From an optimization exercise on the open Yosys and OpenROAD flow, aimed at small area; shortcuts taken in it are not production practice. In this exercise RTL edits were held to simulation tests only and were not proved equivalent to the original. No activity file was given, so power comes from the tool's default toggle rates.

## rx_descrambler
module rx_descrambler (
	input  wire         clk,
	input  wire         rst_n,
	input  wire [2:0]   gen,
	input  wire         turn_off,
	input  wire [7:0]   rx_valid,
	input  wire [7:0]   rx_start_block,
	input  wire [23:0]  rx_status,
	input  wire [15:0]  rx_sync_header,
	input  wire [255:0] rx_data,
	input  wire [31:0]  rx_datak,
	output wire [7:0]   out_valid,
	output wire [15:0]  out_sync_header,
	output wire [255:0] out_data,
	output wire [31:0]  out_datak
);
export LEC_CHECK = 0
export CAP_MARGIN = 5
export CORE_MARGIN = 2
export CORE_UTILIZATION = 40
export CTS_BUF_LIST = sky130_fd_sc_hd__clkbuf_4
export SLEW_MARGIN = 5
export SYNTH_HIERARCHICAL = 1
export SYNTH_MINIMUM_KEEP_SIZE = 0
create_clock -name core_clock -period 12.0 [get_ports {clk}]
standard.sh (not shown) runs the stock make flow with config.mk's settings and CLKGATE_MAP_FILE= SYNTH_SCRIPT=/design/flow/synth_recipe.tcl, a recipe that flattens the netlist after the stock synthesis.
==> flow/flow/run.sh <==
#!/bin/bash
# Layout flow: the standard flow (standard.sh, unchanged synthesis and
# steps) with these changes to how the layout is made:
#  - the port buffers that global placement inserts use the smallest buffer
#    cell instead of ORFS's default choice (every port still gets a buffer);
#  - timing-driven global placement does not keep the buffers its trial
#    repairs insert (later repair steps still fix slew, load and timing);
#  - clock tree synthesis inserts no dummy load cells.
set -euo pipefail
export BUFFER_PORTS_ARGS="-buffer_cell sky130_fd_sc_hd__buf_1"
export GPL_KEEP_OVERFLOW=0
export CTS_ARGS="-sink_clustering_enable -repair_clock_nets -buf_list sky130_fd_sc_hd__clkbuf_4 -dont_use_dummy_load"
bash standard.sh finish > flow_make.log 2>&1
Rerun with:
--- a/flow/design.v
+++ b/flow/design.v
@@ -52,74 +52,64 @@
 					hq <= 6'h00;
 					df_q <= 1'b0;
 					ef_q <= 1'b0;
 					de_q <= 1'b0;
 				end else begin
 					hq <= hq_n;
 					df_q <= df_n;
 					ef_q <= ef_n;
 					de_q <= de_n;
 				end
 			rx_lane #(.SEQ3(SEQ3[23*i +: 23]), .SEQ12(SEQ12)) u (
 				.started(started), .nstarted(~started), .turn_off(turn_off),
-				.nmA_g(~mA), .nmB_g(~mB), .nmC_g(nden23), .nmD_g(~mD), .nm12_g(nm12), .nmAD_g(~mAD), .den0(den0), .den1(den1), .mC_g(mC), .nm12(nm12), .gto(gto), .ngA(ngA), .gB(gB), .m12z(m12z), .nm12z(nm12z), .mBz(mBz),
+				.mA(mA), .mB(mB), .mC(mC), .mD(mD), .m12(m12), .mAD(mAD), .den0(den0), .den1(den1), .nden0(nden0), .nden1(nden1), .nden23(nden23), .nm12(nm12), .gto(gto), .ngA(ngA), .gB(gB), .m12z(m12z), .nm12z(nm12z), .mBz(mBz),
 				.rx_valid(rx_valid[i]), .rx_start_block(rx_start_block[i]),
 				.rx_status(rx_status[3*i +: 3]), .rx_sync_header(rx_sync_header[2*i +: 2]),
 				.rx_data(rx_data[32*i +: 32]), .rx_datak(rx_datak[4*i +: 4]),
 				.sq_n(sq_n), .hq(hq), .df_q(df_q), .ef_q(ef_q), .de_q(de_q),
 				.sn_n(sn_n), .hq_n(hq_n), .df_n(df_n), .ef_n(ef_n), .de_n(de_n),
 				.out_valid(out_valid[i]), .out_sync_header(out_sync_header[2*i +: 2]),
 				.out_data(out_data[32*i +: 32]), .out_datak(out_datak[4*i +: 4]));
 		end
 	endgenerate
 endmodule
 module zmode (input wire [2:0] gen, input wire turn_off, input wire started,
 	output wire m12, output wire nm12, output wire mB, output wire ngA, output wire gB);
 	assign m12 = ~gen[2] & (gen[1] ^ gen[0]);
 	assign nm12 = ~m12;
 	assign mB = ~gen[2] & gen[1] & ~gen[0];
 	assign ngA = ~(m12 & (~started | turn_off));
 	assign gB = ~m12 & ~started;
 endmodule
 module rx_lane #(parameter [22:0] SEQ3 = 23'h0, parameter [22:0] SEQ12 = 23'h0) (
 	input  wire        started, nstarted,
 	input  wire        turn_off,
-	input  wire        nmA_g, nmB_g, nmC_g, nmD_g, nm12_g, nmAD_g, mC_g, den0, den1, nm12, gto, ngA, gB, m12z, nm12z, mBz,
+	input  wire        mA, mB, mC, mD, m12, nm12, mAD, den0, den1, nden0, nden1, nden23, gto, ngA, gB, m12z, nm12z, mBz,
 	input  wire        rx_valid,
 	input  wire        rx_start_block,
 	input  wire [2:0]  rx_status,
 	input  wire [1:0]  rx_sync_header,
 	input  wire [31:0] rx_data,
 	input  wire [3:0]  rx_datak,
 	input  wire [22:0] sq_n,
 	input  wire [5:0]  hq,
 	input  wire        df_q, ef_q, de_q,
 	output wire [22:0] sn_n,
 	output wire [5:0]  hq_n,
 	output wire        df_n, ef_n, de_n,
 	output wire        out_valid,
 	output wire [1:0]  out_sync_header,
 	output wire [31:0] out_data,
 	output wire [3:0]  out_datak
 );
-	wire mA, mB, mC, mD, m12, mAD, nden0, nden1, nden23;
-	c_inv gmA(.a(nmA_g), .y(mA));
-	c_inv gmB(.a(nmB_g), .y(mB));
-	c_inv gmC(.a(nmC_g), .y(mC));
-	c_inv gmD(.a(nmD_g), .y(mD));
-	c_inv gm12(.a(nm12_g), .y(m12));
-	c_inv gmAD(.a(nmAD_g), .y(mAD));
-	c_inv gnd0(.a(den0), .y(nden0));
-	c_inv gnd1(.a(den1), .y(nden1));
-	c_inv gnd23(.a(mC_g), .y(nden23));
 	wire z, nz, nzm, nzn;
 	wire en0, en1, en2, en3, hs0, hs1, nhs0, nhs1;
 	lane_ctl ctl(.mB(mB), .mC(mC), .nmC(nden23), .m12(m12), .nm12(nm12), .den0(den0), .den1(den1), .gto(gto), .ngA(ngA), .gB(gB),
 		.m12z(m12z), .nm12z(nm12z), .mBz(mBz),
 		.rx_valid(rx_valid), .rx_start_block(rx_start_block), .rx_status(rx_status), .rx_sync_header(rx_sync_header),
 		.rx_data(rx_data), .rx_datak(rx_datak), .df_q(df_q), .ef_q(ef_q), .de_q(de_q), .hf_n(hp[9:7]),
 		.df_n(df_n), .ef_n(ef_n), .de_n(de_n), .z(z), .nz(nz), .nzm(nzm), .nzn(nzn),
 		.en0(en0), .en1(en1), .en2(en2), .en3(en3), .hs0(hs0), .hs1(hs1), .nhs0(nhs0), .nhs1(nhs1),
 		.out_valid(out_valid), .out_sync_header(out_sync_header), .out_datak(out_datak));
 	wire [22:0] s;
 	genvar j;
 	generate
After rerunning: The new run finished clean; flip-flop and latch count stays the same; hold slack is better by 0.0034 ns; combinational power goes up slightly; wire length is lower slightly; maximum frequency shrinks by a few percent; register-to-register slack improved by 0.18 ns; design area increases slightly; power is higher slightly; sequential share of layout area goes down by 0.13 points.

==> port drivers added, routing unchanged <==
How much do the figures lean on ideal ports? The routed layouts below were timed once more, with nothing changed but the port constraints.
Step 1 sets driving cells, clkbuf_16 on the clock port and buf_2 on the other inputs (assumed; they add their load-dependent delay and slew).
Step 2 also shifts input and output timing later by t, the mid clock arrival at the registers, as if the neighbouring blocks saw the same clock.
Three values: no drivers, after step 1, after step 2; two values: the first two.
run | t, ns | slack for setup (ns) | worst slew at a driven data input, ns
the first run | 0.861 | 1.264 / 1.195 / 1.195 | 0.14
the second run | 0.847 | 0.663 / 0.626 / 0.626 | 0.15
After both steps every run listed still meets setup and hold. For the first run, which loses most, drivers alone change the setup slack by -0.069 ns; drivers and shift together by -0.069 ns.
